From an optimization exercise on the open Yosys and OpenROAD flow, aimed at small area; shortcuts taken in it are not production practice.
Function was checked by simulation only, so behaviour that the tests miss may differ from the original.
In runs 4, 5 and 7 the design's own scripts or RTL, not TritonCTS, make the clock network.
The clock input has no modelled driver; a real chip could not lean on it and would need a root buffer or a full tree.
No activity file was given, so power comes from the tool's default toggle rates.

==> design/flow/design.v <==
`timescale 1ns / 1ps
module RX(
    input wire          clk,
    input wire          rst_n,
    input wire          rx_en,
    input wire [1:0]    parity,
    input wire [2:0]    data_bits,
    input wire          stop_bit,
    input wire [15:0]   rx_divisor,
    input wire          rx,
    input wire          rx_data_read,
    input wire          fifo_en,
    input wire          fifo_full,
    output wire         rx_success,
    output wire [8:0]   rx_data,
    output wire         rx_idle,
    output wire         rx_done,
    output wire [2:0]   error
    );
    localparam S_WAIT  = 3'b000,
               S_DONE  = 3'b001,
               S_ABORT = 3'b010,
               S_START = 3'b100,
               S_DATA  = 3'b101,
               S_PAR   = 3'b110,
               S_STOP  = 3'b111;
    reg [2:0]  state;
    reg        rx_sync1, rx_sync2, rx_d1;
    reg [15:0] counter;
    reg [3:0]  sample_counter;
    reg [2:0]  samples;
    reg        rx_in;
    reg [2:0]  nb_code;       
    reg [3:0]  remain;        
    reg        par_en;
    reg        par_acc;
    reg [8:0]  shreg;
    reg        ovr;
    wire idle_st  = ~state[2];
    wire st_start = (state == S_START);
    wire st_data  = (state == S_DATA);
    wire st_par   = (state == S_PAR);
    wire st_stop  = (state == S_STOP);
    wire rx_negedge   = ~rx_sync2 & rx_d1;
    wire start_detect = idle_st & rx_negedge;
    wire tick    = (counter == 16'd1);
    wire bit_end = tick & (sample_counter == 4'd15);
    wire bit_mid = tick & (sample_counter == 4'd10);
    wire frame_end = st_stop & bit_mid & (remain == 4'd10);
    assign rx_idle = (state == S_WAIT);
    assign rx_done = (state == S_DONE);
    always @(posedge clk or negedge rst_n) begin
        if (!rst_n) begin
            rx_sync1 <= 1'b1;
            rx_sync2 <= 1'b1;
            rx_d1    <= 1'b1;
        end else begin
            rx_sync1 <= rx_en ? rx : 1'b1;
            rx_sync2 <= rx_sync1;
            rx_d1    <= rx_sync2;
        end
    end
    always @(posedge clk) begin
        counter <= ({16{~idle_st}} & (counter - 16'd1)) |
                   ({16{idle_st | tick}} & {4'b0, rx_divisor[15:4]});
        sample_counter <= {4{~idle_st}} & (sample_counter + {3'b0, tick});
    end
    always @(posedge clk) begin
        if (rx_idle)
            samples <= 3'b0;
        else begin
            if (sample_counter == 4'd7) samples[0] <= rx_sync2;
            if (sample_counter == 4'd8) samples[1] <= rx_sync2;
            if (sample_counter == 4'd9) samples[2] <= rx_sync2;
        end
        if (!frame_end)
            rx_in <= (samples[2] & samples[1]) | (samples[1] & samples[0]) | (samples[0] & samples[2]);
    end
    always @(posedge clk) begin
        if (idle_st) begin
            case (data_bits)
                3'd0: nb_code <= 3'd0;
                3'd1: nb_code <= 3'd1;
                3'd2: nb_code <= 3'd2;
                3'd4: nb_code <= 3'd4;
                default: nb_code <= 3'd3;
            endcase
            remain  <= {1'b0, nb_code} + {3'b0, stop_bit};
            par_en  <= parity[1] ^ parity[0];
            par_acc <= parity[0] & ~parity[1];
        end else begin
            if (bit_end & ~st_par)
                remain <= remain - 4'd1;
            if (bit_end & (st_data | st_par))
                par_acc <= par_acc ^ rx_in;
        end
    end
    wire [8:0] ins;
    assign ins[3:0] = 4'b0;
    assign ins[4] = (nb_code == 3'd0);
    assign ins[5] = (nb_code == 3'd1);
    assign ins[6] = (nb_code == 3'd2);
    assign ins[7] = (nb_code == 3'd3);
    assign ins[8] = (nb_code == 3'd4);
    always @(posedge clk) begin
        if (st_start)
            shreg <= ins;
        else if (st_data & bit_end)
            shreg <= ({1'b0, shreg[8:1]} & ~ins) | ({9{rx_in}} & ins);
    end
    always @(posedge clk)
        ovr <= fifo_en ? fifo_full : ~rx_data_read;
    always @(posedge clk or negedge rst_n) begin
        if (!rst_n)
            state <= S_WAIT;
        else if (idle_st)
            state <= rx_negedge ? S_START : S_WAIT;
        else case (state)
            S_START: if (bit_mid) begin
                         if (rx_in) state <= S_ABORT;
                     end else if (bit_end)
                         state <= S_DATA;
            S_DATA:  if (bit_end & shreg[0])
                         state <= par_en ? S_PAR : S_STOP;
            S_PAR:   if (bit_end)
                         state <= S_STOP;
            default: if (frame_end)
                         state <= S_DONE;
        endcase
    end
    assign rx_data    = shreg;
    assign error[2]   = ~rx_in;
    assign error[1]   = par_en & par_acc;
    assign error[0]   = ovr;
    assign rx_success = ~(par_en & par_acc);
endmodule
==> design/flow/flow/run.sh <==
#!/bin/bash
# Standard layout, with the smallest buffer on the ports.
set -euo pipefail
export BUFFER_PORTS_ARGS="-buffer_cell sky130_fd_sc_hd__buf_1"
bash standard.sh > standard.log 2>&1
==> design/flow/standard.sh <==
#!/bin/bash
# synth_recipe.tcl (not shown) runs the flow's synth.tcl, then flattens the netlist and writes it again
# the make line also repeats each setting of config.mk as NAME=value (left out here)
make -C /OpenROAD-flow-scripts/flow DESIGN_CONFIG=/design/flow/config.mk WORK_HOME=/design/flow/orfs CLKGATE_MAP_FILE= SYNTH_SCRIPT=/design/flow/synth_recipe.tcl "${@:-finish}"
==> design/flow/config.mk <==
export PLATFORM = sky130hd
export DESIGN_NAME = RX
export DESIGN_NICKNAME = RX
export VERILOG_FILES = /design/flow/design.v
export SDC_FILE = /design/flow/constraint.sdc
export NUM_CORES = 4
export LEC_CHECK = 0
export CAP_MARGIN = 20
export CORE_MARGIN = 2
export CORE_UTILIZATION = 40
export CTS_BUF_LIST = sky130_fd_sc_hd__clkbuf_2 sky130_fd_sc_hd__clkbuf_4 sky130_fd_sc_hd__clkbuf_8
export SLEW_MARGIN = 20
==> design/flow/constraint.sdc <==
create_clock -name core_clock -period 5.0 [get_ports {clk}]
set_input_delay 1.0000 -clock core_clock [delete_from_list [all_inputs] [get_ports {clk}]]
set_output_delay 1.0000 -clock core_clock [all_outputs]
set_load 0.01 [all_outputs]
==> results of run 1 <==
==> synth_stat cells, drive strengths merged (3+ instances only) <==
master	instances
nor2	31
nand2	30
dfxtp	28
o21ai	22
edfxtp	15
inv	12
a21oi	11
xnor2	11
ha	9
nor3	9
xor2	9
clkbuf	6
nand3	6
nor4	6
mux2i	5
buf	4
nand4	4
or3	4
dfrtp	3
dfstp	3
nand3b	3
==> report_power, final <==
part	leakage, uW	internal (uW)	switching [uW]
combinational	0.000527	91.4	82.3
clock	0.0000447	101	139
sequential	0.000452	473	74.8
==> final timing paths <==
check,cells past startpoint,slack (ns),end,startpoint
worst max register to register,5,2.45,remain[0]$_DFFE_PP_,counter[0]$_DFF_P_
min in group asynchronous,1,0.54,state[0]$_DFFE_PN0P_,rst_n
worst min register to register,0,0.36,rx_sync2$_DFF_PN1_,rx_sync1$_DFF_PN1_
worst max-delay path,5,2.45,remain[0]$_DFFE_PP_,counter[0]$_DFF_P_
max in group asynchronous,1,4.18,rx_d1$_DFF_PN1_,rst_n
worst min-delay path,0,0.36,rx_sync2$_DFF_PN1_,rx_sync1$_DFF_PN1_
==> cells in the final DEF, fill, tap and decap left out, types with 6 or more instances in the layout <==
cell type,instances
nand3_1,6
o21ai_0,21
nor2_1,31
xnor2_1,11
edfxtp_1,15
inv_1,12
nand2_1,30
dfxtp_1,28
nor3_1,8
buf_1,39
a21oi_1,10
ha_1,9
xor2_1,9
==> through the flow <==
| stage | setup slack, ns | cell area, um2 | util |
|---|---|---|---|
| 6_report | 2.45 | 2740 | 0.463 |
| 4_1_cts | 2.46 | 2740 | 0.463 |
| 2_1_floorplan | 2.83 | 2440 | - |
| 5_1_grt | 2.28 | 2740 | 0.463 |
| 3_3_place_gp | 2.51 | 2650 | 0.447 |
| 3_5_place_dp | 2.48 | 2650 | 0.447 |
==> worst max-delay path, cell delays in order, from the launching register on <==
cell	delay, ns
dfxtp_1	0.41
ha_1	0.17
nor4b_1	0.39
nand4_2	0.29
or3_1	0.42
o21ai_0	0.52
==> sequential cells by signal, summed over array words and instances, names as in the netlist <==
signal and cells:
sample_counter 4, par_acc 1, rx_in 1, state 3
rx_sync1 1, ovr 1, par_en 1, samples 3
rx_sync2 1, shreg 9, counter 16, remain 4
nb_code 3, rx_d1 1
==> area by class of cell <==
cell class / count / area (um2) / area share
multi-input combinational: 187 / 1190 / 0.434
timing repair buffer: 40 / 154 / 0.0562
clock inverter: 3 / 25.0 / 0.00914
tap: 75 / 93.8 / 0.0343
clock buffer: 5 / 68.8 / 0.0251
inverter: 12 / 45.0 / 0.0164
sequential: 49 / 1160 / 0.425
==> kinds of logic (layout without fill, tap and decap cells) <==
family / count (synthesis) / after routing
compound gates: 44 / 44
xor+xnor: 20 / 20
fa+ha+maj: 10 / 10
buf+inv: 22 / 60
flops: 49 / 49
mux: 5 / 5
simple gates: 108 / 108
==> per-layer routing <==
| metal | GRT usage | wire length (um) | vias to the layer above |
|---|---|---|---|
| met5 | 0 | 0 | - |
| met4 | 0.0600 | 70 | 0 |
| met3 | 0.0370 | 230 | 5 |
| met2 | 0.237 | 2020 | 46 |
| met1 | 0.202 | 2270 | 862 |
| li1 | - | - | 974 |
==> out/metrics.csv, run 1 <==
stage,metric,value,unit
synthesis,synth_cell_types,47,
worst_hold_path,worst_hold_path_type,flip-flop to flip-flop,
synthesis,synth_area_leader_cell,dfxtp_1,
setup_path,cp_data_required_time,4.95,ns
floorplan,coreArea,5920,um2
final_layout,final_cells,371,
timing,tightestPinTransition,0.766,ns
power,p_leak,0.00102,uW
synthesis,muxShareOfSynthArea,0.0205,
synthesis,syn_area,2440,um2
route,wl_per_cell,12.4,um
global_routing,grt_pass1_vias,1717,
placement,port_buffers,39,
floorplan,rows,28,
global_routing,grt_pass1_wl,7740,um
global_routing,grt_use_total,0.152,
route,num_vias,1887,
floorplan,initial_utilization,0.413,
timing,worst_clock_skew,0.0114,ns
setup_path,path_max_fanout,6,
cts,post_cts_resized,0,
timing,fin_setup_tns,0,ns
timing,fin_crit_sh,0.511,
timing,period_needed,2.55,ns
setup_path,path_class,flip-flop to flip-flop,
global_routing,gr-total-overflow,0,
cts,clk_pin_slew_worst_paths,0.09,ns
setup_path,critPathLaunchType,flip-flop,
setup_path,cp-end-kind,flip-flop,
floorplan,die_w,82.1,um
synthesis,syn_nets,296,
cts,ctsHoldBuffers,0,
route,drcViolationCount,0,
timing,slew_headroom,0.488,
cts,numCtsBuffers,5,
route,drt_iter0_drc,118,
floorplan,dieHeight,82.1,um
power,irDropWorstVdd,232,uV
cts,h-tree-depth,2,
synthesis,ys_seq_area_frac,0.477,
cts,cts_setup_buffers,0,
floorplan,die_area,6750,um2
timing,clock.fmax,392,MHz
power,p_total,961,uW
route,totalWireLength,4590,um
synthesis,synth.area.top_cells,"dfxtp_1 (23%), edfxtp_1 (18%), nor2_1 (4.8%)",
placement,placed_cells_incl_taps,363,
final_layout,drive_gt1_frac,0.0676,
final_layout,nNetsFinal,333,
timing,whs,0.361,ns
run,cap_violations,0,
cts,cts_sinks,49,
synthesis,synth_xor_area_frac,0.0717,
synthesis,synth.top_cell.area_share,0.230,
final_layout,area_growth_syn_to_layout,12.1,%
timing,finalSetupViolations,0,
outcome,run_status,no timing/DRC/antenna violations,
synthesis,synth_compound_area_frac,0.105,
timing,hold_viol_final,0,
synthesis,synth-main-ff-cell,dfxtp_1,
route,post_drt_via_cell_ratio,5.09,
final_layout,num_antenna_cells,0,
route,ant_nets,0,
timing,rsz0062_at_grt,no,
setup_path,crit_arrival,2.50,ns
placement,place.gp.congestion,0.819,
timing,finalMaxSlewViolations,0,
synthesis,avgSynthCellArea,9.47,um2
cts,clkLatencyLatePin,0.31,ns
synthesis,synth-simple-area-share,0.239,
synthesis,ys_warn_count,1,
global_routing,grt_max_degree,26,
floorplan,ios,44,
synthesis,async_flop_share,0.122,
cts,cts_tree,yes,
route,drt_first_pass_iters,4,
synthesis,synthAdderAreaFrac,0.0502,
synthesis,synth-edff-count,15,
final_layout,nFillCells,595,
synthesis,synth_top_family_by_area,simple AND/OR/NAND/NOR gates,
power,power_density,351,nW/um2
global_routing,antenna_found_initial,0,
placement,dpl.hpwl,3350,um
synthesis,synth_seq_cells,49,
synthesis,syn_inst,258,
cts,root_buffer,clkbuf_8,
cts,cts_buffer_depth,2,
==> inputs of run 2 (changes only) <==
--- a/design/flow/design.v
+++ b/design/flow/design.v
@@ -61,9 +61,14 @@
         end
     end
     always @(posedge clk) begin
-        counter <= ({16{~idle_st}} & (counter - 16'd1)) |
-                   ({16{idle_st | tick}} & {4'b0, rx_divisor[15:4]});
-        sample_counter <= {4{~idle_st}} & (sample_counter + {3'b0, tick});
+        if (start_detect | tick)
+            counter <= {4'b0, rx_divisor[15:4]};
+        else
+            counter <= counter - 16'd1;
+        if (start_detect)
+            sample_counter <= 4'd0;
+        else if (tick)
+            sample_counter <= sample_counter + 4'd1;
     end
     always @(posedge clk) begin
         if (rx_idle)
==> design/flow/run.sh (new file) <==
#!/bin/bash
# synth_recipe.tcl (not shown) runs the flow's synth.tcl, then flattens the netlist and writes it again
# the make line also repeats each setting of config.mk as NAME=value (left out here)
make -C /OpenROAD-flow-scripts/flow DESIGN_CONFIG=/design/flow/config.mk WORK_HOME=/design/flow/orfs CLKGATE_MAP_FILE= SYNTH_SCRIPT=/design/flow/synth_recipe.tcl finish
--- a/design/flow/config.mk
+++ b/design/flow/config.mk
@@ -8,5 +8,4 @@
 export CAP_MARGIN = 20
 export CORE_MARGIN = 2
 export CORE_UTILIZATION = 40
-export CTS_BUF_LIST = sky130_fd_sc_hd__clkbuf_2 sky130_fd_sc_hd__clkbuf_4 sky130_fd_sc_hd__clkbuf_8
 export SLEW_MARGIN = 20
removed: design/flow/flow/run.sh
removed: design/flow/standard.sh
==> out/metrics.csv, run 2 <==
stage,metric,value,unit,change
global_routing,grt-busiest-layer,met2,,
timing,fin_crit_sh,0.595,,+0.0845
setup_path,cp-end-kind,output port,,
cts,ctsHoldBuffers,0,,unchanged
synthesis,syn_nets,303,,+2.4%
timing,rsz0062_at_grt,no,,
setup_path,cp_slowest_cell,clkdlybuf4s50_1,,
final_layout,nFillCells,597,,+0.34%
power,switchingPower,424,uW,+43%
timing,period_needed,2.98,ns,+0.423 ns
synthesis,async_flop_share,0.122,,unchanged
global_routing,gr-total-overflow,0,,unchanged
synthesis,synth_cell_types,53,,+13%
final_layout,largest_reg_flops,16,,unchanged
setup_path,max_stage_delay,0.63,ns,+0.11 ns
global_routing,grtUsageMet3,0.0357,,-0.00124
cts,h-tree-depth,2,,unchanged
cts,cts_buffer_depth,2,,unchanged
global_routing,grt_use_total,0.143,,-0.00860
run,cap_violations,0,,unchanged
setup_path,path_cells,nor3_1 > clkdlybuf4s50_1,,
worst_hold_path,worst_hold_path_type,flip-flop to flip-flop,,
final_layout,regArea,1160,um2,unchanged
setup_path,reg2regPathDepth,5,,unchanged
synthesis,synth.area.top_cells,"dfxtp_1 (23%), edfxtp_1 (18%), ha_1 (5.5%)",,
synthesis,ys_seq_area_frac,0.469,,-0.00793
synthesis,synth.top_cell.area_share,0.226,,-0.00382
final_layout,num_antenna_cells,0,,unchanged
timing,finalSetupViolations,0,,unchanged
timing,worst_clock_skew,0.0102,ns,-0.00114 ns
final_layout,regMostFlops,counter,,
final_layout,reg.largest.list,"counter (16), shreg (9)",,
cts,cts_setup_buffers,0,,unchanged
final_layout,area_growth_syn_to_layout,21.3,%,
route,totalWireLength,4480,um,-2.5%
synthesis,ys_warn_count,1,,unchanged
global_routing,grt_pass1_wl,7510,um,-2.9%
route,drt_first_pass_iters,4,,unchanged
synthesis,synth_area_leader_cell,dfxtp_1,,
outcome,run_status,no timing/DRC/antenna violations,,
final_layout,layout_common_cells,"clkdlybuf4s50_1 (39), nor2_1 (29), nand2_1 (28), dfxtp_1 (28), o21ai_0 (19)",,
setup_path,critical_path.top_delay_family,buffers and inverters,,
power,clkPwrFrac,0.201,,-0.049
synthesis,syn_inst,263,,+1.9%
setup_path,path_class,flip-flop to output port,,
timing,slew_headroom,0.344,,-0.145
power,power_density,423,nW/um2,+21%
cts,cts_tree,yes,,
final_layout,final_common_cell,clkdlybuf4s50_1,,
worst_hold_path,holdPathStages,0,,unchanged
setup_path,critical_path_buf_inv_count,1,,+1
timing,hold_viol_final,0,,unchanged
route,post_drt_via_cell_ratio,4.97,,-2.4%
cts,root_buffer,clkbuf_8,,
setup_path,critPathLaunchType,flip-flop,,
power,pwr-share-comb,0.295,,+0.114
power,irDropWorstVdd,210,uV,-9.5%
setup_path,crit_arrival,1.98,ns,-0.52 ns
synthesis,synth.most_common_cell,nor2_1,,
global_routing,grt_pass1_vias,1697,,-1.2%
global_routing,antenna_found_initial,0,,unchanged
global_routing,grt_max_degree,25,,-3.8%
floorplan,dieHeight,82.8,um,+0.80%
synthesis,avgSynthCellArea,9.44,um2,-0.24%
synthesis,synth-main-ff-cell,dfxtp_1,,
final_layout,multiInputGateArea,1220,um2,+2.6%
final_layout,final_cells,374,,+0.81%
power,internal_power,851,uW,+28%
timing,fin_setup_tns,0,ns,unchanged
setup_path,cp_data_required_time,4.00,ns,-0.95 ns
floorplan,coreArea,5960,um2,+0.59%
timing,finalMaxSlewViolations,0,,unchanged
cts,clk_pin_slew_worst_paths,0.09,ns,about the same
floorplan,ios,44,,unchanged
route,wl_per_cell,12.0,um,-3.3%
route,drt_iter0_drc,129,,+9.3%
placement,place.gp.congestion,0.779,,-4.8%
final_layout,nNetsFinal,338,,+1.5%
route,drcViolationCount,0,,unchanged
placement,dpl_worst_slack,2.34,ns,-0.143 ns
global_routing,grtUsageMet2,0.252,,+0.0150
route,ant_nets,0,,unchanged
timing,fin_ws,2.02,ns,-0.423 ns
synthesis,synth_common_cells,"nor2_1 (29), dfxtp_1 (28), nand2_1 (28), o21ai_0 (19), edfxtp_1 (15)",,
power,p_leak,0.00112,uW,+9.8%
floorplan,die_area,6860,um2,+1.6%
setup_path,path_max_fanout,19,,+13
synthesis,synth_seq_cells,49,,unchanged
cts,numCtsBuffers,5,,unchanged
power,p_sw_frac,0.332,,+0.0245
route,num_vias,1857,,-1.6%
floorplan,initial_utilization,0.417,,+0.00451
power,seqPwrFrac,0.504,,-0.066
cts,cts_sinks,49,,unchanged
placement,dpl.hpwl,3380,um,+0.99%
placement,placed_cells_incl_taps,366,,+0.83%
global_routing,met1_usage,0.176,,-0.0265
placement,port_buffers,39,,unchanged
cts,post_cts_resized,0,,unchanged
setup_path,cp_num_cells,2,,-3
floorplan,die_w,82.8,um,+0.80%
final_layout,drive_gt1_frac,0.0736,,+0.00601
synthesis,syn_area,2480,um2,+1.7%
synthesis,synth-edff-count,15,,unchanged
floorplan,rows,28,,unchanged
timing,clock.fmax,336,MHz,-14%
timing,tightestPinTransition,0.977,ns,+0.211 ns
cts,clkLatencyLatePin,0.30,ns,about the same
[run 2: cell type report]
type / count / area share
clock buffers: 7 / 0.0324
clock inverters: 1 / 0.00166
inverters: 11 / 0.0137
multi-input cells: 192 / 0.405
flip-flops and latches: 49 / 0.387
well taps: 75 / 0.0312
repair buffers: 39 / 0.130
[run 2: routing by layer]
layer	vias to the layer above	routed length, um
li1	982	-
met1	840	2070
met2	31	2230
met3	4	141
met4	0	42
met5	-	0
[run 2: logic make-up after synthesis]
kind of cell    share of synthesized area
xor+xnor                           0.0670
flops                               0.469
buf+inv                            0.0403
fa+ha+maj                          0.0594
compound gates                      0.100
simple gates                        0.235
mux                                0.0292
[run 2: final timing paths]
kind                                     from                    to  slack [ns]
hold reg to reg            rx_sync1$_DFF_PN1_    rx_sync2$_DFF_PN1_        0.36
setup / recovery           state[2]$_DFF_PN0_               rx_idle        2.02
min in group asynchronous               rst_n  state[1]$_DFFE_PN0P_        0.96
max in group asynchronous               rst_n       rx_d1$_DFF_PN1_        3.75
setup reg to reg           state[2]$_DFF_PN0_  state[0]$_DFFE_PN0P_        2.57
hold / removal             rx_sync1$_DFF_PN1_    rx_sync2$_DFF_PN1_        0.36
[run 2: stage by stage]
step | area, um2 | hold WS, ns | power, uW | util
floorplan | 2480 | 0.345 | 907 | -
global placement | 2910 | 0.348 | 1020 | 0.488
detailed placement | 2910 | 0.351 | 1030 | 0.488
CTS | 3010 | 0.364 | 1300 | 0.506
global route | 3010 | 0.365 | 1380 | 0.506
finish | 3010 | 0.361 | 1270 | 0.506
[run 2: worst reg2reg max path, delay by kind of cell (launching register included)]
family                 cells  cell delay (ns)
buffers and inverters      1             0.27
multiplexers               1             0.33
AO/OA/AOI/OAI              2             0.53
flip-flops                 1             0.67
AND/OR/NAND/NOR            1             0.52
[run 2: power by group through the flow]
stage,registers (uW),clock network (uW),logic [uW]
floorplan,613,0,295
global placement,647,0,375
detailed placement,651,0,378
CTS,642,271,382
global route,662,284,430
finish,642,256,377
==> inputs of run 3 (changes only) <==
--- a/design/flow/design.v
+++ b/design/flow/design.v
@@ -61,14 +61,9 @@
         end
     end
     always @(posedge clk) begin
-        if (start_detect | tick)
-            counter <= {4'b0, rx_divisor[15:4]};
-        else
-            counter <= counter - 16'd1;
-        if (start_detect)
-            sample_counter <= 4'd0;
-        else if (tick)
-            sample_counter <= sample_counter + 4'd1;
+        counter <= ({16{~idle_st}} & (counter - 16'd1)) |
+                   ({16{idle_st | tick}} & {4'b0, rx_divisor[15:4]});
+        sample_counter <= {4{~idle_st}} & (sample_counter + {3'b0, tick});
     end
     always @(posedge clk) begin
         if (rx_idle)
==> design/flow/flow/run.sh (new file) <==
#!/bin/bash
# Standard layout with: no adder cells and an area-oriented ABC mapping script, the smallest
# buffer on the ports, and a flat clock tree of three buffers.
set -euo pipefail
here=$(pwd)
cp -r "$FLOW_HOME/scripts" "$here/scripts"
cp "$here/flow/abc_area.script" "$here/scripts/abc_area.script"
ADDER_MAP_FILE= SCRIPTS_DIR="$here/scripts" bash standard.sh synth > synth.log 2>&1
export BUFFER_PORTS_ARGS="-buffer_cell sky130_fd_sc_hd__buf_1"
export CTS_ARGS="-sink_clustering_enable -repair_clock_nets -dont_use_dummy_load -buf_list sky130_fd_sc_hd__clkbuf_4 -root_buf sky130_fd_sc_hd__clkbuf_4"
export POST_CTS_TCL="$here/flow/post_cts.tcl"
export TREE_CELL=sky130_fd_sc_hd__clkbuf_8
export TREE_N=2
bash standard.sh > layout.log 2>&1
==> design/flow/flow/abc_area.script (new file) <==
&get -n
&st
&deepsyn -T 20
&dch -f
&nf -R 1000
&put
stime -c
==> design/flow/flow/post_cts.tcl (new file) <==
# Replace the clock tree that CTS built by a flat one: the clock port drives
# TREE_N buffers of type TREE_CELL, each at the centre of a k-means cluster of
# the clock sinks.
set block [ord::get_db_block]
set clknet [$block findNet clk]
# undo the CTS tree: reconnect its sinks to the clock net, remove its buffers
set ctsinsts {}
foreach inst [$block getInsts] {
  if {[string match "clkbuf_*" [$inst getName]]} { lappend ctsinsts $inst }
}
foreach inst $ctsinsts {
  set onet [[$inst findITerm X] getNet]
  [$inst findITerm A] disconnect
  [$inst findITerm X] disconnect
  odb::dbInst_destroy $inst
  if {$onet != "NULL" && $onet != ""} {
    foreach it [$onet getITerms] { $it disconnect; $it connect $clknet }
    if {[$onet getName] != "clk"} { odb::dbNet_destroy $onet }
  }
}
set master [[ord::get_db] findMaster $::env(TREE_CELL)]
set nb $::env(TREE_N)
set sinks {}
foreach it [$clknet getITerms] {
  set loc [[$it getInst] getLocation]
  lappend sinks [list $it [lindex $loc 0] [lindex $loc 1]]
}
puts "clock tree: [llength $sinks] sinks, $nb x $::env(TREE_CELL)"
set sinks [lsort -integer -index 1 $sinks]
set n [llength $sinks]
set cent {}
for {set g 0} {$g < $nb} {incr g} {
  set s [lindex $sinks [expr {int(($g + 0.5) * $n / $nb)}]]
  lappend cent [list [lindex $s 1] [lindex $s 2]]
}
for {set iter 0} {$iter < 30} {incr iter} {
  set asg {}
  foreach s $sinks {
    set best 0; set bd 1e18
    for {set g 0} {$g < $nb} {incr g} {
      set c [lindex $cent $g]
      set d [expr {abs([lindex $s 1] - [lindex $c 0]) + abs([lindex $s 2] - [lindex $c 1])}]
      if {$d < $bd} { set bd $d; set best $g }
    }
    lappend asg $best
  }
  set nc {}
  for {set g 0} {$g < $nb} {incr g} {
    set sx 0; set sy 0; set k 0
    foreach s $sinks a $asg { if {$a == $g} { incr k; set sx [expr {$sx + [lindex $s 1]}]; set sy [expr {$sy + [lindex $s 2]}] } }
    if {$k > 0} { lappend nc [list [expr {$sx / $k}] [expr {$sy / $k}]] } else { lappend nc [lindex $cent $g] }
  }
  set cent $nc
}
for {set g 0} {$g < $nb} {incr g} {
  set inst [odb::dbInst_create $block $master "clktree_$g"]
  set net [odb::dbNet_create $block "clktree_net_$g"]
  $net setSigType CLOCK
  foreach s $sinks a $asg {
    if {$a == $g} { set it [lindex $s 0]; $it disconnect; $it connect $net }
  }
  set c [lindex $cent $g]
  $inst setLocation [expr {int([lindex $c 0])}] [expr {int([lindex $c 1])}]
  $inst setPlacementStatus PLACED
  [$inst findITerm A] connect $clknet
  [$inst findITerm X] connect $net
}
detailed_placement
check_placement -verbose
estimate_parasitics -placement
report_worst_slack -min
report_worst_slack -max
==> design/flow/standard.sh (new file) <==
#!/bin/bash
# synth_recipe.tcl (not shown) runs the flow's synth.tcl, then flattens the netlist and writes it again
# the make line also repeats each setting of config.mk as NAME=value (left out here)
make -C /OpenROAD-flow-scripts/flow DESIGN_CONFIG=/design/flow/config.mk WORK_HOME=/design/flow/orfs CLKGATE_MAP_FILE= SYNTH_SCRIPT=/design/flow/synth_recipe.tcl "${@:-finish}"
--- a/design/flow/config.mk
+++ b/design/flow/config.mk
@@ -5,7 +5,8 @@
 export SDC_FILE = /design/flow/constraint.sdc
 export NUM_CORES = 4
 export LEC_CHECK = 0
+export ABC_AREA = 1
 export CAP_MARGIN = 20
 export CORE_MARGIN = 2
-export CORE_UTILIZATION = 40
+export CORE_UTILIZATION = 80
 export SLEW_MARGIN = 20
removed: design/flow/run.sh
==> out/metrics.csv, run 3 <==
stage,metric,value,unit,change
outcome,run_status,aborted with a tool error,,
outcome,stop_stage,3_3_place_gp,,
outcome,tool.error,[ERROR GPL-0301] Utilization 100.991 % exceeds 100%.,,
floorplan,dieHeight,55.9,um,-33%
synthesis,async_flop_share,0.122,,unchanged
synthesis,synth.area.top_cells,"dfxtp_1 (26%), edfxtp_1 (21%), nor2_1 (5.9%)",,
synthesis,ys_seq_area_frac,0.541,,+0.0719
floorplan,ios,44,,unchanged
synthesis,syn_nets,263,,-13%
synthesis,ys_warn_count,1,,unchanged
synthesis,synth_area_leader_cell,dfxtp_1,,
synthesis,syn_area,2150,um2,-13%
synthesis,synth_common_cells,"nor2_1 (34), dfxtp_1 (28), nand2_1 (24), o21ai_0 (19)",,
synthesis,avgSynthCellArea,9.20,um2,-2.6%
floorplan,initial_utilization,0.854,,+0.437
floorplan,rows,18,,-36%
placement,port_buffers,39,,unchanged
synthesis,synth-edff-count,15,,unchanged
synthesis,synth_cell_types,35,,-34%
floorplan,die_w,55.9,um,-33%
synthesis,synth.most_common_cell,nor2_1,,
synthesis,synth_seq_cells,49,,unchanged
synthesis,synth.top_cell.area_share,0.260,,+0.0346
synthesis,syn_inst,234,,-11%
synthesis,synth-main-ff-cell,dfxtp_1,,
## run 3: kinds of logic after synthesis
logic type	Yosys count	synth area share
AO/OA/AOI/OAI	54	0.144
flip-flops	49	0.541
adder cells (fa/ha/maj)	1	0.00465
AND/OR/NAND/NOR	106	0.241
buffers and inverters	13	0.0244
XOR/XNOR	11	0.0447
==> inputs of run 4 (changes only) <==
--- a/design/flow/flow/run.sh
+++ b/design/flow/flow/run.sh
@@ -10,5 +10,5 @@
 export CTS_ARGS="-sink_clustering_enable -repair_clock_nets -dont_use_dummy_load -buf_list sky130_fd_sc_hd__clkbuf_4 -root_buf sky130_fd_sc_hd__clkbuf_4"
 export POST_CTS_TCL="$here/flow/post_cts.tcl"
 export TREE_CELL=sky130_fd_sc_hd__clkbuf_8
-export TREE_N=2
+export TREE_N=3
 bash standard.sh > layout.log 2>&1
--- a/design/flow/config.mk
+++ b/design/flow/config.mk
@@ -8,5 +8,5 @@
 export ABC_AREA = 1
 export CAP_MARGIN = 20
 export CORE_MARGIN = 2
-export CORE_UTILIZATION = 80
+export CORE_UTILIZATION = 60
 export SLEW_MARGIN = 20
==> out/metrics.csv, run 4 <==
stage,metric,value,unit,change
floorplan,ios,44,,unchanged
final_layout,reg.largest.list,"counter (16), shreg (9)",,
placement,place_area,2350,um2,
route,totalWireLength,3760,um,
setup_path,crit_arrival,3.40,ns,
synthesis,avgSynthCellArea,9.20,um2,unchanged
synthesis,syn_area,2150,um2,unchanged
final_layout,drive_gt1_frac,0.0218,,
worst_hold_path,holdPathStages,0,,
worst_hold_path,worst_hold_path_type,flip-flop to flip-flop,,
cts,clkLatencyLatePin,0.18,ns,
synthesis,synth-edff-count,15,,unchanged
floorplan,coreArea,3390,um2,
floorplan,initial_utilization,0.635,,-0.218
synthesis,ys_seq_area_frac,0.541,,unchanged
setup_path,path_max_fanout,6,,
placement,port_buffers,39,,unchanged
synthesis,ys_warn_count,1,,unchanged
route,drt_first_pass_iters,5,,
route,drt_iter0_drc,105,,
timing,fin_crit_sh,0.692,,
power,irDropWorstVdd,360,uV,
timing,finalMaxSlewViolations,0,,
timing,fin_setup_tns,0,ns,
floorplan,die_w,63.9,um,+14%
global_routing,grt_pass1_vias,1627,,
run,cap_violations,0,,
floorplan,rows,21,,+3
worst_hold_path,min_from,rx_sync1$_DFF_PN1_,,
synthesis,synth-main-ff-cell,dfxtp_1,,
route,wl_per_cell,11.7,um,
route,num_vias,1736,,
final_layout,nNetsFinal,306,,
setup_path,reg2regPathDepth,9,,
setup_path,critPathLaunchType,flip-flop,,
outcome,run_status,no timing/DRC/antenna violations,,
timing,whs,0.362,ns,
setup_path,cp_data_required_time,4.94,ns,
power,p_leak,0.000839,uW,
synthesis,synth.area.top_cells,"dfxtp_1 (26%), edfxtp_1 (21%), nor2_1 (5.9%)",,
synthesis,synth_cell_types,35,,unchanged
global_routing,gr-total-overflow,0,,
placement,dpl.hpwl,2810,um,
timing,hold_viol_final,0,,
global_routing,grt_max_degree,24,,
final_layout,layout_common_cells,"buf_1 (39), nor2_1 (34), dfxtp_1 (28)",,
setup_path,worstReg2RegStart,counter[8]$_DFF_P_,,
floorplan,dieHeight,63.9,um,+14%
power,power_density,385,nW/um2,
synthesis,synth_seq_cells,49,,unchanged
placement,place.gp.congestion,0.775,,
final_layout,regMostFlops,counter,,
final_layout,largest_reg_flops,16,,
timing,finalSetupViolations,0,,
global_routing,grt_pass1_wl,6860,um,
route,drcViolationCount,0,,
route,ant_nets,0,,
timing,slew_headroom,0.392,,
setup_path,cp-startpoint,counter[8]$_DFF_P_,,
timing,worst_clock_skew,0.0407,ns,
setup_path,path_class,flip-flop to flip-flop,,
synthesis,synth_common_cells,"nor2_1 (34), dfxtp_1 (28), nand2_1 (24), o21ai_0 (19)",,
timing,period_needed,3.46,ns,
synthesis,synth_area_leader_cell,dfxtp_1,,
final_layout,fin_area,2390,um2,
cts,clk_pin_slew_worst_paths,0.13,ns,
final_layout,area_growth_syn_to_layout,11.0,%,
timing,rsz0062_at_grt,no,,
final_layout,final_common_cell,buf_1,,
synthesis,async_flop_share,0.122,,unchanged
final_layout,utilization,0.705,,
synthesis,synth.top_cell.area_share,0.260,,unchanged
global_routing,grt_use_total,0.211,,
synthesis,synth.most_common_cell,nor2_1,,
synthesis,syn_inst,234,,unchanged
synthesis,syn_nets,263,,unchanged
floorplan,die_area,4080,um2,
route,post_drt_via_cell_ratio,5.41,,
timing,tightestPinTransition,0.908,ns,
global_routing,antenna_found_initial,0,,
final_layout,num_antenna_cells,0,,
timing,clock.fmax,289,MHz,
setup_path,cp-end-kind,flip-flop,,
cts,cts_sinks,49,,
==> run 4: path summary, 6_finish.rpt <==
path / to / slack (ns)
max: shreg[8]$_DFFE_PP_ / 1.54
min: rx_sync2$_DFF_PN1_ / 0.36
max reg2reg: shreg[8]$_DFFE_PP_ / 1.54
min reg2reg: rx_sync2$_DFF_PN1_ / 0.36
max in group asynchronous: rx_d1$_DFF_PN1_ / 4.03
min in group asynchronous: state[0]$_DFFE_PN0P_ / 0.70
==> run 4: logic make-up after synthesis <==
logic type      count (synthesis)  synth area share
simple gates                  106             0.241
compound gates                 54             0.144
flops                          49             0.541
buf+inv                        13            0.0244
xor+xnor                       11            0.0447
fa+ha+maj                       1           0.00465
==> run 4: critical path, cell delays in order (launching register included) <==
cell,delay (ns)
dfxtp_1,0.38
nor4_1,0.43
nand3_1,0.14
nor4_1,0.68
and3_1,0.35
nand3_1,0.20
nor2_1,0.26
o21ai_0,0.17
a21o_1,0.28
nor4b_1,0.33
==> run 4: final cells by class <==
| class | count | area, um2 |
|---|---|---|
| flip-flops and latches | 49 | 1160 |
| plain buffers | 3 | 41.3 |
| multi-input cells | 172 | 936 |
| fillers | 286 | 998 |
| inverters | 12 | 45.0 |
| repair buffers | 39 | 146 |
| well taps | 46 | 57.6 |
==> run 4: routing by layer <==
layer	up-vias	routed length (um)	GRT usage
met1	772	1780	0.263
met2	42	1780	0.375
met5	-	0	0
met3	4	166	0.0475
li1	918	-	-
met4	0	34	0.0408
==> run 4: through the flow <==
stage	std cells	total power, uW	setup slack [ns]
2_1_floorplan	234	721	2.32
3_3_place_gp	318	775	1.74
3_5_place_dp	318	784	1.58
5_1_grt	321	986	1.17
6_report	321	921	1.54
==> run 4: where the power goes <==
group          switching [uW]  internal, uW  leakage (uW)
registers                83.1           497      0.000452
clock network            92.6          55.6     0.0000216
logic                     103          89.8      0.000365
total                     278           643      0.000839
==> inputs of run 5 (changes only) <==
==> design/flow/flow/run.sh (replaced) <==
#!/bin/bash
# Standard layout with: an area-oriented ABC mapping script, the smallest
# buffer on the ports, and a flat clock tree of three buffers.
set -euo pipefail
here=$(pwd)
cp -r "$FLOW_HOME/scripts" "$here/scripts"
cp "$here/flow/abc_area.script" "$here/scripts/abc_area.script"
SCRIPTS_DIR="$here/scripts" bash standard.sh synth > synth.log 2>&1
export BUFFER_PORTS_ARGS="-buffer_cell sky130_fd_sc_hd__buf_1"
export CTS_ARGS="-sink_clustering_enable -repair_clock_nets -dont_use_dummy_load -buf_list sky130_fd_sc_hd__clkbuf_4 -root_buf sky130_fd_sc_hd__clkbuf_4"
export POST_CTS_TCL="$here/flow/post_cts.tcl"
export TREE_CELL=sky130_fd_sc_hd__clkbuf_8
export TREE_N=3
bash standard.sh > layout.log 2>&1
==> out/metrics.csv, run 5 <==
stage,metric,value,unit,change
global_routing,grt_pass1_wl,7180,um,+4.7%
synthesis,muxShareOfSynthArea,0.0188,,+0.0188
outcome,run_status,no timing/DRC/antenna violations,,
floorplan,ios,44,,unchanged
floorplan,die_w,64.5,um,+0.98%
setup_path,critical_path.top_delay_family,simple AND/OR/NAND/NOR gates,,
final_layout,area_growth_syn_to_layout,11.2,%,
timing,fin_setup_tns,0,ns,unchanged
synthesis,synthAdderAreaFrac,0.0558,,+0.0511
route,drcViolationCount,0,,unchanged
power,p_leak,0.000956,uW,+14%
final_layout,nFillCells,290,,+1.4%
synthesis,synth-main-ff-cell,dfxtp_1,,
setup_path,path_cells,clkinv_1 > nor3_1 > nor2_1 > clkinv_1 > o21ai_0 > nor4b_1,,
timing,fin_crit_sh,0.650,,-0.0419
cts,clk_pin_slew_worst_paths,0.11,ns,-0.02 ns
synthesis,synth_seq_cells,49,,unchanged
setup_path,cp_slowest_cell,dfrtp_1,,
synthesis,async_flop_share,0.122,,unchanged
timing,hold_viol_final,0,,unchanged
synthesis,synth-edff-count,15,,unchanged
global_routing,grt_use_total,0.215,,+0.00357
synthesis,syn_inst,225,,-3.8%
power,pwr-share-comb,0.194,,-0.015
route,met3_wirelength,148,um,-11%
timing,period_needed,3.25,ns,-0.209 ns
cts,clkLatencyLatePin,0.17,ns,about the same
global_routing,grt_pass1_vias,1714,,+5.3%
setup_path,worstReg2RegStart,state[2]$_DFF_PN0_,,
synthesis,synth.most_common_cell,dfxtp_1,,
route,highest_layer,met4,,
route,post_drt_via_cell_ratio,5.58,,+3.3%
final_layout,largest_reg_flops,16,,unchanged
synthesis,synth.top_cell.area_share,0.255,,-0.00533
power,irDropWorstVdd,357,uV,-0.70%
route,drt_iter0_drc,178,,+70%
route,ant_nets,0,,unchanged
final_layout,num_antenna_cells,0,,unchanged
synthesis,synth_area_leader_cell,dfxtp_1,,
route,met1_length,1830,um,+2.8%
placement,place.gp.congestion,0.850,,+9.7%
power,clkPwrFrac,0.175,,+0.014
route,num_vias,1748,,+0.69%
worst_hold_path,worst_hold_path_type,flip-flop to flip-flop,,
route,totalWireLength,4110,um,+9.1%
route,wl_per_cell,13.1,um,+12%
setup_path,cp-end-kind,flip-flop,,
run,cap_violations,0,,unchanged
synthesis,synth_top_family_by_area,simple AND/OR/NAND/NOR gates,,
final_layout,drive_gt1_frac,0.0262,,+0.00440
floorplan,initial_utilization,0.644,,+0.00830
setup_path,cp_data_required_time,4.97,ns,+0.03 ns
synthesis,synth.area.top_cells,"dfxtp_1 (25%), edfxtp_1 (20%), ha_1 (5.1%)",,
power,p_sw_frac,0.282,,-0.0198
global_routing,antenna_found_initial,0,,unchanged
setup_path,cp-startpoint,state[2]$_DFF_PN0_,,
floorplan,dieHeight,64.5,um,+0.98%
synthesis,synth_xor_area_frac,0.0319,,-0.0129
setup_path,crit_arrival,3.22,ns,-0.18 ns
setup_path,critical_path_buf_inv_count,2,,+2
synthesis,synth_cell_types,36,,+2.9%
floorplan,coreArea,3420,um2,+0.78%
timing,fin_ws,1.75,ns,+0.209 ns
global_routing,grt_max_degree,24,,unchanged
power,switchingPower,245,uW,-12%
synthesis,synth_common_cells,"dfxtp_1 (28), nor2_1 (25), nand2_1 (21), a21oi_1 (19), o21ai_0 (18)",,
route,drt_first_pass_iters,4,,-1
global_routing,gr-total-overflow,0,,unchanged
final_layout,reg.largest.list,"counter (16), shreg (9)",,
timing,finalSetupViolations,0,,unchanged
cts,cts_sinks,49,,unchanged
timing,slew_headroom,0.547,,+0.155
synthesis,avgSynthCellArea,9.77,um2,+6.2%
floorplan,die_area,4160,um2,+2.0%
synthesis,synth-simple-area-share,0.185,,-0.0562
setup_path,path_class,flip-flop to flip-flop,,
synthesis,syn_area,2200,um2,+2.1%
synthesis,syn_nets,263,,unchanged
synthesis,synth_compound_area_frac,0.155,,+0.0107
setup_path,max_stage_delay,0.80,ns,+0.12 ns
setup_path,critPathLaunchType,flip-flop,,
placement,port_buffers,39,,unchanged
timing,worst_clock_skew,0.0225,ns,-0.0182 ns
power,seqPwrFrac,0.632,,+0.002
setup_path,crit_path_frequent_cell,clkinv_1,,
timing,finalMaxSlewViolations,0,,unchanged
final_layout,nNetsFinal,307,,+0.33%
final_layout,regMostFlops,counter,,
placement,dpl.hpwl,3040,um,+8.2%
synthesis,ys_warn_count,1,,unchanged
final_layout,layout_common_cells,"buf_1 (39), dfxtp_1 (28), nor2_1 (25)",,
power,power_density,354,nW/um2,-8.0%
worst_hold_path,min_from,rx_sync1$_DFF_PN1_,,
final_layout,final_common_cell,buf_1,,
placement,place_area,2400,um2,+2.2%
timing,tightestPinTransition,0.679,ns,-0.229 ns
timing,rsz0062_at_grt,no,,
floorplan,rows,21,,unchanged
power,internal_power,622,uW,-3.3%
final_layout,fin_area,2440,um2,+2.2%
setup_path,path_max_fanout,23,,+17
route,wl_met2,2100,um,+18%
timing,clock.fmax,307,MHz,+6.4%
placement,dpl_worst_slack,1.81,ns,+0.231 ns
synthesis,ys_seq_area_frac,0.530,,-0.0111
## run 5: cell types whose count changed in the layout (fill, tap and decap cells not counted), moves of 5 or more
cell	before	now
nand2b_1	7	2
ha_1	0	9
nor4_1	7	1
nor2_1	34	25
o22ai_1	7	0
## run 5: power groups by stage
stage / sequential (uW) / clock, uW / combinational, uW
global placement: 550 / 0 / 159
detailed placement: 552 / 0 / 169
global route: 558 / 165 / 196
floorplan: 538 / 0 / 134
finish: 547 / 151 / 168
## run 5: final cells by class
class,instances,area [um2],area share
buffer,3,41.3,0.0169
multi-input combinational,163,981,0.401
sequential,49,1160,0.477
timing repair buffer,40,154,0.0630
inverter,12,45.0,0.0184
tap,46,57.6,0.0236
## run 5: worst paths after layout
kind,endpoint,slack [ns],depth (start not counted)
min in group asynchronous,state[2]$_DFF_PN0_,0.67,1
max in group asynchronous,rx_d1$_DFF_PN1_,4.06,1
worst max-delay path,shreg[8]$_DFFE_PP_,1.75,6
worst max register to register,shreg[8]$_DFFE_PP_,1.75,6
worst min register to register,rx_sync2$_DFF_PN1_,0.36,0
worst min-delay path,rx_sync2$_DFF_PN1_,0.36,0
## run 5: layer usage
metal / global-route usage / up-vias
li1: - / 888
met1: 0.255 / 818
met2: 0.410 / 38
met3: 0.0313 / 4
met4: 0.0426 / 0
met5: 0 / -
## run 5: stage by stage
| stage | util | power (uW) | instances | hold WS [ns] |
|---|---|---|---|---|
| after floorplan | - | 673 | 225 | 0.345 |
| after global placement | 0.703 | 709 | 310 | 0.348 |
| after detailed placement | 0.703 | 721 | 310 | 0.348 |
| after global routing | 0.715 | 920 | 313 | 0.376 |
| final | 0.715 | 866 | 313 | 0.364 |
## run 5: logic make-up (layout without fill, tap and decap cells)
kind of cell | count (synthesis) | in the layout
DFF | 49 | 49
xor gates and xnor gates | 8 | 8
and+or+nand+nor | 84 | 84
AOI/OAI and AO/OA | 57 | 57
adders and majority gates | 10 | 10
muxes | 4 | 4
buffers and inverters | 13 | 55
==> inputs of run 6 (changes only) <==
==> design/flow/flow/run.sh (replaced) <==
#!/bin/bash
# Standard layout with: no adder cells and an area-oriented ABC mapping script, the smallest
# buffer on the ports, and a flat clock tree of at least three buffers.
set -euo pipefail
here=$(pwd)
cp -r "$FLOW_HOME/scripts" "$here/scripts"
cp "$here/flow/abc_area.script" "$here/scripts/abc_area.script"
ADDER_MAP_FILE= SCRIPTS_DIR="$here/scripts" bash standard.sh synth > synth.log 2>&1
export BUFFER_PORTS_ARGS="-buffer_cell sky130_fd_sc_hd__buf_1"
export CTS_ARGS="-sink_clustering_enable -repair_clock_nets -dont_use_dummy_load -buf_list sky130_fd_sc_hd__clkbuf_4 -root_buf sky130_fd_sc_hd__clkbuf_4"
export POST_CTS_TCL="$here/flow/post_cts.tcl"
export TREE_CELL=sky130_fd_sc_hd__clkbuf_8
export TREE_N=3
export TREE_SLEW=0.100
bash standard.sh > layout.log 2>&1
==> design/flow/flow/post_cts.tcl (replaced) <==
# Replace the clock tree that CTS built by a flat one: the clock port drives
# N buffers of type TREE_CELL, each at the centre of a k-means cluster of the
# clock sinks. N starts at TREE_N and grows until the estimated clock-pin slew
# is at most TREE_SLEW (ns).
set block [ord::get_db_block]
set clknet [$block findNet clk]

proc flatten_clock {} {
  # reconnect every clock sink to the clock net and remove the tree buffers
  global block clknet
  set tree {}
  foreach inst [$block getInsts] {
    set n [$inst getName]
    if {[string match "clkbuf_*" $n] || [string match "clktree_*" $n]} { lappend tree $inst }
  }
  foreach inst $tree {
    set onet [[$inst findITerm X] getNet]
    [$inst findITerm A] disconnect
    [$inst findITerm X] disconnect
    odb::dbInst_destroy $inst
    if {$onet != "NULL" && $onet != ""} {
      foreach it [$onet getITerms] { $it disconnect; $it connect $clknet }
      odb::dbNet_destroy $onet
    }
  }
}

proc build_tree {nb} {
  global block clknet
  set master [[ord::get_db] findMaster $::env(TREE_CELL)]
  set sinks {}
  foreach it [$clknet getITerms] {
    set loc [[$it getInst] getLocation]
    lappend sinks [list $it [lindex $loc 0] [lindex $loc 1]]
  }
  set sinks [lsort -integer -index 1 $sinks]
  set n [llength $sinks]
  set cent {}
  for {set g 0} {$g < $nb} {incr g} {
    set s [lindex $sinks [expr {int(($g + 0.5) * $n / $nb)}]]
    lappend cent [list [lindex $s 1] [lindex $s 2]]
  }
  for {set iter 0} {$iter < 30} {incr iter} {
    set asg {}
    foreach s $sinks {
      set best 0; set bd 1e18
      for {set g 0} {$g < $nb} {incr g} {
        set c [lindex $cent $g]
        set d [expr {abs([lindex $s 1] - [lindex $c 0]) + abs([lindex $s 2] - [lindex $c 1])}]
        if {$d < $bd} { set bd $d; set best $g }
      }
      lappend asg $best
    }
    set nc {}
    for {set g 0} {$g < $nb} {incr g} {
      set sx 0; set sy 0; set k 0
      foreach s $sinks a $asg { if {$a == $g} { incr k; set sx [expr {$sx + [lindex $s 1]}]; set sy [expr {$sy + [lindex $s 2]}] } }
      if {$k > 0} { lappend nc [list [expr {$sx / $k}] [expr {$sy / $k}]] } else { lappend nc [lindex $cent $g] }
    }
    set cent $nc
  }
  for {set g 0} {$g < $nb} {incr g} {
    set inst [odb::dbInst_create $block $master "clktree_$g"]
    set net [odb::dbNet_create $block "clktree_net_$g"]
    $net setSigType CLOCK
    foreach s $sinks a $asg {
      if {$a == $g} { set it [lindex $s 0]; $it disconnect; $it connect $net }
    }
    set c [lindex $cent $g]
    $inst setLocation [expr {int([lindex $c 0])}] [expr {int([lindex $c 1])}]
    $inst setPlacementStatus PLACED
    [$inst findITerm A] connect $clknet
    [$inst findITerm X] connect $net
  }
  detailed_placement
  estimate_parasitics -placement
  set w 0
  foreach pin [get_pins -hierarchical */CLK] {
    set s [get_property $pin slew_max]
    if {$s > $w} { set w $s }
  }
  return $w
}

set_propagated_clock [all_clocks]
flatten_clock
set nb $::env(TREE_N)
while 1 {
  set w [build_tree $nb]
  puts "clock tree: $nb x $::env(TREE_CELL), worst estimated clock-pin slew $w"
  if {$w <= $::env(TREE_SLEW) || $nb >= 8} break
  flatten_clock
  incr nb
}
check_placement -verbose
report_worst_slack -min
report_worst_slack -max
==> out/metrics.csv, run 6 <==
stage,metric,value,unit,change
outcome,stop_stage,4_1_cts,,
synthesis,synth-main-ff-cell,dfxtp_1,,
synthesis,ys_seq_area_frac,0.541,,+0.0111
synthesis,async_flop_share,0.122,,unchanged
synthesis,synth_seq_cells,49,,unchanged
floorplan,initial_utilization,0.635,,-0.00830
synthesis,syn_inst,234,,+4.0%
synthesis,synth.most_common_cell,nor2_1,,
floorplan,die_w,63.9,um,-0.97%
synthesis,synth.top_cell.area_share,0.260,,+0.00533
cts,cts_sinks,49,,unchanged
synthesis,syn_area,2150,um2,-2.0%
placement,place.gp.congestion,0.775,,-8.8%
synthesis,avgSynthCellArea,9.20,um2,-5.8%
floorplan,rows,21,,unchanged
synthesis,syn_nets,263,,unchanged
synthesis,synth.area.top_cells,"dfxtp_1 (26%), edfxtp_1 (21%), nor2_1 (5.9%)",,
synthesis,synth_common_cells,"nor2_1 (34), dfxtp_1 (28), nand2_1 (24), o21ai_0 (19)",,
synthesis,synth_cell_types,35,,-2.8%
synthesis,synth_area_leader_cell,dfxtp_1,,
placement,dpl.hpwl,2810,um,-7.6%
synthesis,ys_warn_count,1,,unchanged
outcome,tool.error,"Error: cts.tcl, 90 can't read ""block"": no such variable",,
synthesis,synth-edff-count,15,,unchanged
placement,port_buffers,39,,unchanged
outcome,run_status,aborted with a tool error,,
floorplan,ios,44,,unchanged
floorplan,dieHeight,63.9,um,-0.97%
-- run 6: worst max path at each step --
stage / cells after the start / endpoint / from
3_3_place_gp: 9 / shreg[8]$_DFFE_PP_ / counter[8]$_DFF_P_
3_5_place_dp: 9 / shreg[8]$_DFFE_PP_ / counter[8]$_DFF_P_
2_1_floorplan: 8 / shreg[8]$_DFFE_PP_ / counter[0]$_DFF_P_
-- run 6: stage by stage --
| step | cell area, um2 | worst slack, ns | hold WS [ns] | power [uW] | cells |
|---|---|---|---|---|---|
| floorplan | 2150 | 2.32 | 0.345 | 721 | 234 |
| global placement | 2350 | 1.74 | 0.348 | 775 | 318 |
| detailed placement | 2350 | 1.58 | 0.348 | 784 | 318 |
-- run 6: power by group through the flow --
stage	clock network [uW]	registers, uW	logic, uW
2_1_floorplan	0	575	145
3_5_place_dp	0	591	193
3_3_place_gp	0	587	188
-- run 6: kinds of logic after synthesis --
logic type / after synthesis / synth area share
AOI/OAI and AO/OA: 54 / 0.144
xor gates and xnor gates: 11 / 0.0447
adders and majority gates: 1 / 0.00465
buffers and inverters: 13 / 0.0244
DFF: 49 / 0.541
and+or+nand+nor: 106 / 0.241
==> inputs of run 7 (changes only) <==
--- a/design/flow/flow/post_cts.tcl
+++ b/design/flow/flow/post_cts.tcl
@@ -2,8 +2,8 @@
 # N buffers of type TREE_CELL, each at the centre of a k-means cluster of the
 # clock sinks. N starts at TREE_N and grows until the estimated clock-pin slew
 # is at most TREE_SLEW (ns).
-set block [ord::get_db_block]
-set clknet [$block findNet clk]
+set ::block [ord::get_db_block]
+set ::clknet [$::block findNet clk]
 
 proc flatten_clock {} {
   # reconnect every clock sink to the clock net and remove the tree buffers
==> out/metrics.csv, run 7 <==
stage,metric,value,unit,change
timing,worst_clock_skew,0.0146,ns,
setup_path,max_stage_delay,0.68,ns,
power,clkPwrFrac,0.175,,
synthesis,synth.most_common_cell,nor2_1,,
route,wl_per_cell,11.7,um,
route,ant_nets,0,,
setup_path,cp_data_required_time,4.94,ns,
setup_path,path_max_fanout,6,,
route,totalWireLength,3760,um,
timing,clock.fmax,295,MHz,
power,seqPwrFrac,0.620,,
synthesis,async_flop_share,0.122,,unchanged
power,irDropWorstVdd,300,uV,
setup_path,path_cells,nor4_1 > nand3_1 > nor4_1 > and3_1 > nand3_1 > nor2_1 > o21ai_0 > a21o_1 > nor4b_1,,
timing,finalMaxSlewViolations,0,,
timing,fin_setup_tns,0,ns,
synthesis,synth-edff-count,15,,unchanged
floorplan,dieHeight,63.9,um,unchanged
power,switchingPower,277,uW,
synthesis,synth.top_cell.area_share,0.260,,unchanged
synthesis,ys_warn_count,1,,unchanged
timing,finalSetupViolations,0,,
timing,fin_crit_sh,0.679,,
worst_hold_path,worst_hold_path_type,flip-flop to flip-flop,,
floorplan,die_w,63.9,um,unchanged
synthesis,ys_seq_area_frac,0.541,,unchanged
final_layout,reg.largest.list,"counter (16), shreg (9)",,
cts,clkLatencyLatePin,0.14,ns,
final_layout,largest_reg_flops,16,,
global_routing,grt_pass1_wl,6950,um,
timing,tightestPinTransition,0.905,ns,
synthesis,synth-main-ff-cell,dfxtp_1,,
run,cap_violations,0,,
floorplan,ios,44,,unchanged
synthesis,avgSynthCellArea,9.20,um2,unchanged
setup_path,reg2reg_slack,1.61,ns,
setup_path,worstReg2RegStart,counter[8]$_DFF_P_,,
route,num_vias,1733,,
synthesis,synth_cell_types,35,,unchanged
setup_path,worstReg2RegEnd,shreg[8]$_DFFE_PP_,,
synthesis,synth_seq_cells,49,,unchanged
global_routing,gr-total-overflow,0,,
global_routing,grt_max_degree,24,,
final_layout,layout_common_cells,"buf_1 (39), nor2_1 (34), dfxtp_1 (28)",,
synthesis,synth_common_cells,"nor2_1 (34), dfxtp_1 (28), nand2_1 (24), o21ai_0 (19)",,
final_layout,utilization,0.709,,
final_layout,area_growth_syn_to_layout,11.7,%,
final_layout,regMostFlops,counter,,
outcome,run_status,no timing/DRC/antenna violations,,
route,post_drt_via_cell_ratio,5.38,,
power,p_leak,0.000846,uW,
timing,slew_headroom,0.394,,
floorplan,rows,21,,unchanged
power,pwr-share-comb,0.205,,
route,drt_first_pass_iters,4,,
setup_path,cp-end-kind,flip-flop,,
placement,dpl.hpwl,2810,um,unchanged
floorplan,coreArea,3390,um2,
final_layout,final_common_cell,buf_1,,
worst_hold_path,holdPathStages,0,,
synthesis,syn_nets,263,,unchanged
placement,place.gp.congestion,0.775,,unchanged
setup_path,crit_arrival,3.33,ns,
synthesis,synth_area_leader_cell,dfxtp_1,,
synthesis,syn_area,2150,um2,unchanged
setup_path,cp_slowest_cell,nor4_1,,
global_routing,grt_use_total,0.215,,
setup_path,reg2regPathDepth,9,,
setup_path,critPathLaunchType,flip-flop,,
power,internal_power,661,uW,
floorplan,die_area,4080,um2,
synthesis,synth.area.top_cells,"dfxtp_1 (26%), edfxtp_1 (21%), nor2_1 (5.9%)",,
global_routing,grt_pass1_vias,1657,,
worst_hold_path,hold_path_end,rx_sync2$_DFF_PN1_,,
final_layout,drive_gt1_frac,0.0254,,
floorplan,initial_utilization,0.635,,unchanged
cts,clk_pin_slew_worst_paths,0.07,ns,
setup_path,path_class,flip-flop to flip-flop,,
power,p_sw_frac,0.296,,
final_layout,num_antenna_cells,0,,
worst_hold_path,min_from,rx_sync1$_DFF_PN1_,,
timing,hold_viol_final,0,,
route,drt_iter0_drc,107,,
cts,cts_sinks,49,,unchanged
synthesis,syn_inst,234,,unchanged
global_routing,antenna_found_initial,0,,
placement,port_buffers,39,,unchanged
route,drcViolationCount,0,,
power,power_density,390,nW/um2,
timing,period_needed,3.39,ns,
timing,rsz0062_at_grt,no,,
final_layout,nNetsFinal,307,,
## run 7: how the worst max path moves through the flow
stage / from / endpoint / slack (ns) / cells after the start
floorplan: counter[0]$_DFF_P_ / shreg[8]$_DFFE_PP_ / 2.32 / 8
detailed placement: counter[8]$_DFF_P_ / shreg[8]$_DFFE_PP_ / 1.58 / 9
global route: counter[8]$_DFF_P_ / shreg[8]$_DFFE_PP_ / 1.23 / 9
finish: counter[8]$_DFF_P_ / shreg[8]$_DFFE_PP_ / 1.61 / 9
global placement: counter[8]$_DFF_P_ / shreg[8]$_DFFE_PP_ / 1.74 / 9
## run 7: power by group through the flow
| stage | Sequential (uW) | Clock (uW) | Combinational, uW |
|---|---|---|---|
| after global placement | 587 | 0 | 188 |
| after global routing | 600 | 181 | 224 |
| after detailed placement | 591 | 0 | 193 |
| final | 582 | 164 | 192 |
| after floorplan | 575 | 0 | 145 |
## run 7: cells by family after synthesis
family	after synthesis	synth area share
flops	49	0.541
fa+ha+maj	1	0.00465
compound gates	54	0.144
simple gates	106	0.241
buf+inv	13	0.0244
xor+xnor	11	0.0447
## run 7: final cells by class
class / instances / area [um2]
fillers: 280 / 985
repair buffers: 39 / 146
well taps: 46 / 57.6
multi-input cells: 172 / 936
plain buffers: 4 / 55.1
inverters: 12 / 45.0
flip-flops and latches: 49 / 1160
## run 7: layer usage
layer  GRT usage  share of wire  up-vias
li1            -              -      920
met1       0.264           0.47      769
met2       0.380           0.48       41
met3      0.0581          0.044        3
met4      0.0408         0.0069        0
met5           0              0        -
## run 7: through the flow
step	instances	total power, uW	hold WS, ns	cell area [um2]	setup WS [ns]
2_1_floorplan	234	721	0.345	2150	2.32
3_3_place_gp	318	775	0.348	2350	1.74
3_5_place_dp	318	784	0.348	2350	1.58
5_1_grt	322	1010	0.367	2400	1.23
6_report	322	938	0.361	2400	1.61
## run 7: critical path, delay by kind of cell (launching register included)
family | cells | cell delay [ns]
AO/OA/AOI/OAI | 2 | 0.45
flip-flops | 1 | 0.37
AND/OR/NAND/NOR | 7 | 2.38
==> inputs of run 8 (changes only) <==
--- a/design/flow/design.v
+++ b/design/flow/design.v
@@ -25,8 +25,7 @@
                S_PAR   = 3'b110,
                S_STOP  = 3'b111;
     reg [2:0]  state;
-    reg        rx_sync1, rx_sync2, rx_d1;
-    reg [15:0] counter;
+        reg [15:0] counter;
     reg [3:0]  sample_counter;
     reg [2:0]  samples;
     reg        rx_in;
@@ -41,7 +40,7 @@
     wire st_data  = (state == S_DATA);
     wire st_par   = (state == S_PAR);
     wire st_stop  = (state == S_STOP);
-    wire rx_negedge   = ~rx_sync2 & rx_d1;
+    wire rx_negedge;
     wire start_detect = idle_st & rx_negedge;
     wire tick    = (counter == 16'd1);
     wire bit_end = tick & (sample_counter == 4'd15);
@@ -49,30 +48,32 @@
     wire frame_end = st_stop & bit_mid & (remain == 4'd10);
     assign rx_idle = (state == S_WAIT);
     assign rx_done = (state == S_DONE);
+    reg nrx_sync1, nrx_sync2, nrx_d1;
     always @(posedge clk or negedge rst_n) begin
         if (!rst_n) begin
-            rx_sync1 <= 1'b1;
-            rx_sync2 <= 1'b1;
-            rx_d1    <= 1'b1;
+            nrx_sync1 <= 1'b0;
+            nrx_sync2 <= 1'b0;
+            nrx_d1    <= 1'b0;
         end else begin
-            rx_sync1 <= rx_en ? rx : 1'b1;
-            rx_sync2 <= rx_sync1;
-            rx_d1    <= rx_sync2;
+            nrx_sync1 <= rx_en & ~rx;
+            nrx_sync2 <= nrx_sync1;
+            nrx_d1    <= nrx_sync2;
         end
     end
+    wire rx_sync2 = ~nrx_sync2;
+    assign rx_negedge = nrx_sync2 & ~nrx_d1;
     always @(posedge clk) begin
         counter <= ({16{~idle_st}} & (counter - 16'd1)) |
                    ({16{idle_st | tick}} & {4'b0, rx_divisor[15:4]});
         sample_counter <= {4{~idle_st}} & (sample_counter + {3'b0, tick});
     end
     always @(posedge clk) begin
+        if (sample_counter == 4'd7) samples[0] <= rx_sync2;
+        if (sample_counter == 4'd8) samples[1] <= rx_sync2;
         if (rx_idle)
-            samples <= 3'b0;
-        else begin
-            if (sample_counter == 4'd7) samples[0] <= rx_sync2;
-            if (sample_counter == 4'd8) samples[1] <= rx_sync2;
-            if (sample_counter == 4'd9) samples[2] <= rx_sync2;
-        end
+            samples[2] <= 1'b0;
+        else if (sample_counter == 4'd9)
+            samples[2] <= rx_sync2;
         if (!frame_end)
             rx_in <= (samples[2] & samples[1]) | (samples[1] & samples[0]) | (samples[0] & samples[2]);
     end
--- a/design/flow/flow/post_cts.tcl
+++ b/design/flow/flow/post_cts.tcl
@@ -2,8 +2,8 @@
 # N buffers of type TREE_CELL, each at the centre of a k-means cluster of the
 # clock sinks. N starts at TREE_N and grows until the estimated clock-pin slew
 # is at most TREE_SLEW (ns).
-set ::block [ord::get_db_block]
-set ::clknet [$::block findNet clk]
+set block [ord::get_db_block]
+set clknet [$block findNet clk]
 
 proc flatten_clock {} {
   # reconnect every clock sink to the clock net and remove the tree buffers
==> out/metrics.csv, run 8 <==
stage,metric,value,unit,change
outcome,run_status,aborted with a tool error,,
outcome,stop_stage,4_1_cts,,
outcome,tool.error,"Error: cts.tcl, 90 can't read ""block"": no such variable",,
synthesis,synth_cell_types,35,,unchanged
synthesis,async_flop_share,0.122,,unchanged
synthesis,synth.area.top_cells,"dfxtp_1 (24%), edfxtp_1 (24%), dfrtp_1 (7.0%)",,
synthesis,synth_area_leader_cell,dfxtp_1,,
synthesis,synth-main-ff-cell,dfxtp_1,,
synthesis,syn_inst,224,,-4.3%
floorplan,rows,21,,unchanged
synthesis,synth-edff-count,17,,+2
synthesis,avgSynthCellArea,9.52,um2,+3.4%
placement,port_buffers,39,,unchanged
synthesis,synth.top_cell.area_share,0.244,,-0.0162
floorplan,die_w,63.6,um,-0.46%
cts,cts_sinks,49,,unchanged
synthesis,synth.most_common_cell,nor2_1,,
synthesis,ys_warn_count,1,,unchanged
floorplan,ios,44,,unchanged
synthesis,syn_nets,253,,-3.8%
synthesis,syn_area,2130,um2,-0.99%
floorplan,dieHeight,63.6,um,-0.46%
synthesis,synth_common_cells,"nor2_1 (31), dfxtp_1 (26), nand2_1 (24), o21ai_0 (20)",,
synthesis,ys_seq_area_frac,0.554,,+0.0130
placement,place.gp.congestion,0.765,,-1.3%
synthesis,synth_seq_cells,49,,unchanged
floorplan,initial_utilization,0.634,,-0.00136
placement,dpl.hpwl,2870,um,+2.4%
## run 8: changes by cell type after synthesis, moves of 3 or more
cell / previous run / this run
nor4_1: 7 / 4
clkinv_1: 12 / 8
a22o_1: 0 / 4
nor3b_1: 1 / 5
nor2_1: 34 / 31
dfrtp_1: 3 / 6
dfstp_2: 3 / 0
o22ai_1: 7 / 0
## run 8: per-stage QoR
step | power [uW] | cell area [um2] | cells | hold slack [ns] | worst slack [ns]
after floorplan | 606 | 2130 | 224 | 0.331 | 2.30
after global placement | 636 | 2330 | 308 | 0.333 | 1.67
after detailed placement | 641 | 2330 | 308 | 0.338 | 1.55
## run 8: kinds of logic after synthesis
kind of cell	after synthesis	share of synthesized area
and+or+nand+nor	99	0.226
AOI/OAI and AO/OA	57	0.161
DFF	49	0.554
xor gates and xnor gates	9	0.0370
buffers and inverters	9	0.0176
adders and majority gates	1	0.00470
## run 8: worst max path at each step
| stage | startpoint | end | slack, ns | cells after the start |
|---|---|---|---|---|
| after global placement | state[2]$_DFF_PN0_ | shreg[8]$_DFFE_PP_ | 1.67 | 5 |
| after floorplan | counter[1]$_DFF_P_ | shreg[8]$_DFFE_PP_ | 2.30 | 9 |
| after detailed placement | counter[1]$_DFF_P_ | shreg[8]$_DFFE_PP_ | 1.55 | 9 |
## run 8: power by group through the flow
stage	clock [uW]	sequential [uW]	combinational, uW
2_1_floorplan	0	519	86.8
3_3_place_gp	0	533	103
3_5_place_dp	0	533	108

-- afterwards: timing with drivers on the ports --
The results above use ideal ports. As a check the final layouts listed here were re-extracted and re-timed, cells and wires unchanged.
Step 1: set_driving_cell puts a clkbuf_16 on clk and a buf_2 on each other input, an assumption about the parent block.
Step 2 also shifts input and output timing later by t, the mid clock arrival at the registers, as if the neighbouring blocks saw the same clock.
a / b / c = ideal / step 1 / step 2; a / b = the first two.
run	shift t [ns]	setup slack, ns	worst setup path after step 2	latest minus earliest clock arrival (ns)
run 1	0.333	2.446 / 2.446 / 2.446	register to register	0.011 / 0.012
run 2	0.318	2.023 / 1.996 / 2.314	register to output	0.010 / 0.010
run 4	0.203	1.538 / 1.538 / 1.538	register to register	0.041 / 0.040
run 5	0.197	1.748 / 1.748 / 1.748	register to register	0.023 / 0.022
run 7	0.190	1.606 / 1.606 / 1.606	register to register	0.015 / 0.015
After both steps setup and hold are still met in every run listed.
